What follows belongs to an exercise in optimizing a design on an open flow for small area; a production flow would make more cautious choices. Only simulation tests tie the RTL to the original design; equivalence was not proved. The clock port is modelled as an ideal driver, which makes a skipped or thinned clock tree look cheaper than it is; a real chip needs a root buffer or a tree. Power is estimated from default activity; no workload was simulated.

==> inputs of exp/willow <==
==> flow/design.v <==
module vga_generator(
	input				clk,
	input				reset_n,
	input		[3:0]		mode,
	input		[15:0]		pongbar1_y_input,
	input		[15:0]		pongbar2_y_input,
	input		[15:0]		bal_x_input,
	input		[15:0]		bal_y_input,
	output	reg			vga_hs,
	output				vga_vs,
	output	reg			vga_de,
	output		[7:0]		vga_r,
	output		[7:0]		vga_g,
	output		[7:0]		vga_b
);
wire m4 = mode[3] | mode[2];
wire m0 = !m4 && mode[1:0] == 2'd0;
wire m1 = !m4 && mode[1:0] == 2'd1;
wire m2 = !m4 && mode[1:0] == 2'd2;
wire m3 = !m4 && mode[1:0] == 2'd3;
reg  [11:0] U0;
reg  [10:0] Y0;
always @(*)
begin
	case ({m4, mode[1:0]})
		3'd0:    begin U0 = 12'd3953; Y0 = 11'd2012; end
		3'd1:    begin U0 = 12'd3975; Y0 = 11'd2011; end
		3'd2:    begin U0 = 12'd3801; Y0 = 11'd2012; end
		3'd3:    begin U0 = 12'd3737; Y0 = 11'd2006; end
		default: begin U0 = 12'd3905; Y0 = 11'd2006; end
	endcase
end
reg  [11:0] hx;
reg  [10:0] vy;
reg         lit;
wire [11:0] h = hx;
wire [10:0] v = vy;
wire h_up = h[11];
wire v_up = v[10] & v[9];
wire h_sync_up =
	(m0 && h[7] && h[6] && (h[5] || h[4])) ||
	(m1 && h[6] && (h[5] || h[4] || h[3] || h[2])) ||
	(m2 && h[8] && (h[7] || (h[6] && h[5]))) ||
	(m3 && h[8] && (h[7] || h[6] || h[5] || h[4] || h[3])) ||
	(m4 && (h[7] || (h[6] && h[5] && (h[4] || (h[3] && h[2])))));
wire v_sync_up =
	(m0 && (v[5] || v[1])) ||
	(m1 && v[5] && (v[4] || v[3] || v[2] || v[1] || v[0])) ||
	(m2 && v[5] && (v[4] || v[3] || v[2] || v[1])) ||
	(m3 && (v[5] || (v[3] && (v[2] || v[1] || v[0])))) ||
	(m4 && (v[5] || (v[3] && (v[2] || (v[1] && v[0])))));
wire h_past =
	(m0 && h[9] && h[7]) ||
	(m1 && h[9] && h[7] && h[6] && (h[5] || h[4])) ||
	(m2 && h[10]) ||
	(m3 && h[10] && h[8]) ||
	(m4 && h[10] && h[9] && h[8] && h[7]);
wire v_past =
	((m0 || m1) && v[8] && v[7] && v[6] && (v[5] || (v[4] && v[3] && v[2] && v[1] && v[0]))) ||
	(m2 && v[9] && (v[8] || &v[7:0])) ||
	(m3 && &v[9:0]) ||
	(m4 && v[10] && v[5] && v[4] && (v[3] || (v[2] && v[1] && v[0])));
wire h_wrap = !h_up && h_past && (
	(m0 && h[4]) ||
	(m1 && h[5]) ||
	(m2 && h[4] && h[3]) ||
	(m3 && h[5] && h[4]) ||
	(m4 && h[6] && h[4] && h[3]));
wire v_wrap = !v_up && v_past && (
	(m0 && v[5] && v[3]) ||
	(m1 && v[5] && v[2] && v[1] && v[0]) ||
	(m2 && v[8] && v[0]) ||
	m3 ||
	(m4 && v[3] && v[1]));
wire v_first = &v[5:0];
wire [12:0] hc;
wire [11:0] hx_inc;
wire [11:0] vc;
wire [10:0] vy_inc;
assign hc[0] = 1'b1;
assign vc[0] = h_wrap;
genvar k;
generate
	for (k = 0; k < 12; k = k + 1) begin : g_hinc
		assign hx_inc[k] = hx[k] ^ hc[k];
		assign hc[k+1] = hx[k] & hc[k];
	end
	for (k = 0; k < 11; k = k + 1) begin : g_vinc
		assign vy_inc[k] = vy[k] ^ vc[k];
		if (k < 10) begin : g_c
			assign vc[k+1] = vy[k] & vc[k];
		end
	end
endgenerate
always @(posedge clk)
begin
	if (!reset_n || h_wrap)
		hx <= U0;
	else
		hx <= hx_inc;
	if (!reset_n || (h_wrap && v_wrap))
		vy <= Y0;
	else
		vy <= vy_inc;
end
wire hs_next = h_up ? h_sync_up : !h_wrap;
reg  first_line;
assign vga_vs = first_line || !v_up || v_sync_up;
wire de_next = !h_up && !h_past && (v_up ? v_first : !v_past);
always @(posedge clk or negedge reset_n)
	if (!reset_n)
	begin
		vga_hs <= 1'b1;
		first_line <= 1'b1;
		vga_de <= 1'b0;
	end
	else
	begin
		vga_hs <= hs_next;
		if (h_wrap)
			first_line <= 1'b0;
		vga_de <= de_next;
	end
wire [10:0] x = hx[10:0];
wire [8:0]  y = v_up ? 9'd0 : vy[8:0];
wire        left_col = x[10:4] == 7'd0 && !(x[3] && (x[2] || x[1]));
wire        right_col = x[10:7] == 4'b0100 && x[6] && x[5] && x[4] && (x[3] || (x[2] && x[1]));
wire [8:0]  bar = ({9{left_col}} & pongbar1_y_input[8:0]) | ({9{right_col}} & pongbar2_y_input[8:0]);
wire        bar_on = (left_col && pongbar1_y_input[15:9] == 7'd0) || (right_col && pongbar2_y_input[15:9] == 7'd0);
wire [8:0]  nbar = ~bar;
wire [9:0]  dc;
wire [8:0]  dy;
assign dc[0] = 1'b1;
genvar i;
generate for (i = 0; i < 9; i = i + 1) begin : g_dy
	assign dy[i] = y[i] ^ nbar[i] ^ dc[i];
	assign dc[i+1] = (y[i] & nbar[i]) | (y[i] & dc[i]) | (nbar[i] & dc[i]);
end endgenerate
wire        bar_hit = bar_on && dc[9] && dy[8:6] == 3'd0 && !(dy[5] && (dy[4] || dy[3]));
wire        ball_hit = {5'd0, x} == bal_x_input && {7'd0, y} == bal_y_input;
always @(posedge clk)
	lit <= bar_hit || ball_hit;
assign vga_r = {8{lit}};
assign vga_g = 8'h00;
assign vga_b = lit ? 8'h00 : 8'd125;
endmodule
module pong_vpg(
	input				clk,
	input				reset_n,
	input		[3:0]		mode,
	input		[15:0]		pongbar1_y_input,
	input		[15:0]		pongbar2_y_input,
	input		[15:0]		bal_x_input,
	input		[15:0]		bal_y_input,
	output				vpg_de,
	output				vpg_hs,
	output				vpg_vs,
	output		[7:0]		vpg_r,
	output		[7:0]		vpg_g,
	output		[7:0]		vpg_b
);
vga_generator u_vga_generator (
	.clk(clk),
	.reset_n(reset_n),
	.mode(mode),
	.pongbar1_y_input(pongbar1_y_input),
	.pongbar2_y_input(pongbar2_y_input),
	.bal_x_input(bal_x_input),
	.bal_y_input(bal_y_input),
	.vga_hs(vpg_hs),
	.vga_vs(vpg_vs),
	.vga_de(vpg_de),
	.vga_r(vpg_r),
	.vga_g(vpg_g),
	.vga_b(vpg_b));
endmodule
==> flow/flow/run.sh <==
#!/bin/bash
# The standard layout (standard.sh) with these changes:
#  - Yosys's technology mapping (abc) runs an area-oriented ABC script,
#    flow/area.abc, instead of ORFS's speed script, and the synthesis
#    skips extract_fa, leaving the adders' gates to ABC; the synthesis is
#    otherwise the standard one, so the registers are the same.
#  - the port buffers that global placement inserts are buf_1 cells.
#  - the outputs that are constant 0 share synthesis's one tie cell
#    (SKIP_REPAIR_TIE_FANOUT).
#  - after clock tree synthesis, flow/post_cts.tcl takes the tree's root
#    buffer out, so the clock port drives the two leaf buffers.
# Each tool's full output is in the ORFS logs under orfs/logs/; make's
# output is in flow_make.log.
set -euo pipefail
here=$(pwd)
{
	head -n 1 synth_recipe.tcl
	echo "proc extract_fa {args} { }"
	echo "proc abc {args} { set i [lsearch \$args -script]; set args [lreplace \$args \$i [expr {\$i + 1}] -script $here/flow/area.abc]; yosys abc {*}\$args }"
	tail -n +2 synth_recipe.tcl
} > area_synth.tcl
sed "s#SYNTH_SCRIPT=[^ ]*#SYNTH_SCRIPT=$here/area_synth.tcl#" standard.sh > area_standard.sh
grep -q "SYNTH_SCRIPT=$here/area_synth.tcl" area_standard.sh
export BUFFER_PORTS_ARGS="-buffer_cell sky130_fd_sc_hd__buf_1"
export SKIP_REPAIR_TIE_FANOUT=1
export POST_CTS_TCL=$here/flow/post_cts.tcl
bash area_standard.sh > flow_make.log 2>&1
==> flow/flow/area.abc <==
strash
ifraig
dc2
dc2
strash
dch -f
map -a
&get -n
&dch -f
&nf -R 1000 -F 10 -C 32
&put
==> flow/flow/post_cts.tcl <==
# After clock tree synthesis: the tree is a root buffer driving two leaf
# buffers, which drive the registers. Take the root buffer out, so that the
# clock port drives the two leaf buffers directly (the port still feeds only
# buffers, two of them), and take out the dummy loads CTS adds to balance
# the leaves.
set block [ord::get_db_block]
set root [$block findInst clkbuf_0_clk]
if { $root == "NULL" } {
	utl::error FLW 1 "post_cts.tcl: no root clock buffer clkbuf_0_clk"
}
set in_net [[$root findITerm A] getNet]
set root_net [[$root findITerm X] getNet]
foreach it [$root_net getITerms] {
	set inst [$it getInst]
	if { $inst == $root } { continue }
	if { [string match "clkload*" [$inst getName]] } {
		odb::dbInst_destroy $inst
		continue
	}
	$it disconnect
	$it connect $in_net
}
odb::dbInst_destroy $root
odb::dbNet_destroy $root_net
foreach inst [$block getInsts] {
	if { [string match "clkload*" [$inst getName]] } {
		odb::dbInst_destroy $inst
	}
}
set n 0
foreach it [$in_net getITerms] { incr n }
puts "post_cts.tcl: root clock buffer removed; the clock port drives $n cell pins"
estimate_parasitics -placement
report_clock_skew
report_check_types -max_slew -max_capacitance -max_fanout -violators
==> flow/standard.sh <==
#!/bin/bash
# synth_recipe.tcl (not shown) runs the flow's synth.tcl, then flattens the netlist and writes it again
# the make line also repeats each setting of config.mk as NAME=value (left out here)
make -C /OpenROAD-flow-scripts/flow DESIGN_CONFIG=/design/flow/config.mk WORK_HOME=/design/flow/orfs CLKGATE_MAP_FILE= SYNTH_SCRIPT=/design/flow/synth_recipe.tcl "${@:-finish}"
==> flow/config.mk <==
export PLATFORM = sky130hd
export DESIGN_NAME = pong_vpg
export DESIGN_NICKNAME = pong_vpg
export VERILOG_FILES = /design/flow/design.v
export SDC_FILE = /design/flow/constraint.sdc
export NUM_CORES = 4
export LEC_CHECK = 0
export CAP_MARGIN = 20
export CORE_MARGIN = 2
export CORE_UTILIZATION = 40
export SLEW_MARGIN = 20
==> flow/constraint.sdc <==
create_clock -name core_clock -period 4.5 [get_ports {clk}]
set_input_delay 0.9000 -clock core_clock [delete_from_list [all_inputs] [get_ports {clk}]]
set_output_delay 0.9000 -clock core_clock [all_outputs]
set_load 0.01 [all_outputs]
==> exp/quartz (differences from exp/willow) <==
--- a/flow/flow/run.sh
+++ b/flow/flow/run.sh
@@ -7,6 +7,4 @@
 #  - the port buffers that global placement inserts are buf_1 cells.
-#  - the outputs that are constant 0 share synthesis's one tie cell
-#    (SKIP_REPAIR_TIE_FANOUT).
-#  - after clock tree synthesis, flow/post_cts.tcl takes the tree's root
-#    buffer out, so the clock port drives the two leaf buffers.
+#  - global placement is not timing-driven (the later repair steps still
+#    fix timing); flow/pre_gpl.tcl removes synthesis's buffers before it.
 # Each tool's full output is in the ORFS logs under orfs/logs/; make's
@@ -24,4 +22,4 @@
 export BUFFER_PORTS_ARGS="-buffer_cell sky130_fd_sc_hd__buf_1"
-export SKIP_REPAIR_TIE_FANOUT=1
-export POST_CTS_TCL=$here/flow/post_cts.tcl
+export GPL_TIMING_DRIVEN=0
+export PRE_GLOBAL_PLACE_TCL=$here/flow/pre_gpl.tcl
 bash area_standard.sh > flow_make.log 2>&1
==> flow/flow/area.abc (replaced) <==
strash
ifraig
dc2
dc2
strash
&get -n
&dch -f
&nf -R 1000 -F 10 -C 32
&put
==> flow/flow/pre_gpl.tcl (new file) <==
# Global placement runs without its timing-driven mode (GPL_TIMING_DRIVEN 0),
# which is what normally removes synthesis's buffers first; remove them here.
remove_buffers
- SETUP_SLACK_MARGIN: not set -> 0.15
removed: flow/flow/post_cts.tcl
==> summary of the runs <==
- In exp/willow the final area is lower than in exp/quartz, by 3.5%.
- Against exp/willow, the synthesized cell count of exp/quartz is higher by 2.5%.
- Against exp/quartz, the power of exp/willow is smaller by 8.6%.
- Area after synthesis: exp/quartz is larger than exp/willow (about 1.4%).
- Count of clock-buffer cells in the layout: exp/quartz is higher than exp/willow (1).
- Of exp/willow and exp/quartz, exp/quartz has the higher core utilization (gap 1.4 points).
- Between exp/quartz and exp/willow, the lower fmax is in exp/quartz (gap 4.9%, measured against exp/willow).
- In clock skew, exp/willow and exp/quartz hardly differ.
- In flip-flop and latch count, exp/willow and exp/quartz do not differ.
- exp/quartz passed the timing, DRC and antenna checks. exp/willow finished clean.

-- separate check: timing with driven ports --
The flow's constraints put no driver on any port. The routed layouts listed below were extracted and timed again, unchanged, in two steps.
Step 1 assumes that a clkbuf_16 drives the clock port and a buf_2 every other input.
Step 2 moves the port delays by t, midway between the first and last clock arrival at a register: inputs arrive t later, outputs are due t later. That takes back most of the time a late clock gives input paths.
Three values: ideal, step 1, step 2; two values: the first two.
run | t (ns) | setup WS [ns] | worst setup path after step 2 | latest minus earliest clock arrival (ns)
exp/willow | 0.179 | 0.924 / 0.936 / 0.757 | input to register | 0.009 / 0.008
exp/quartz | 0.310 | 0.741 / 0.749 / 0.439 | input to register | 0.008 / 0.008
After both steps setup and hold are still met in every run listed. For exp/quartz, which loses most, drivers alone change the setup slack by +0.008 ns; drivers and shift together by -0.302 ns.
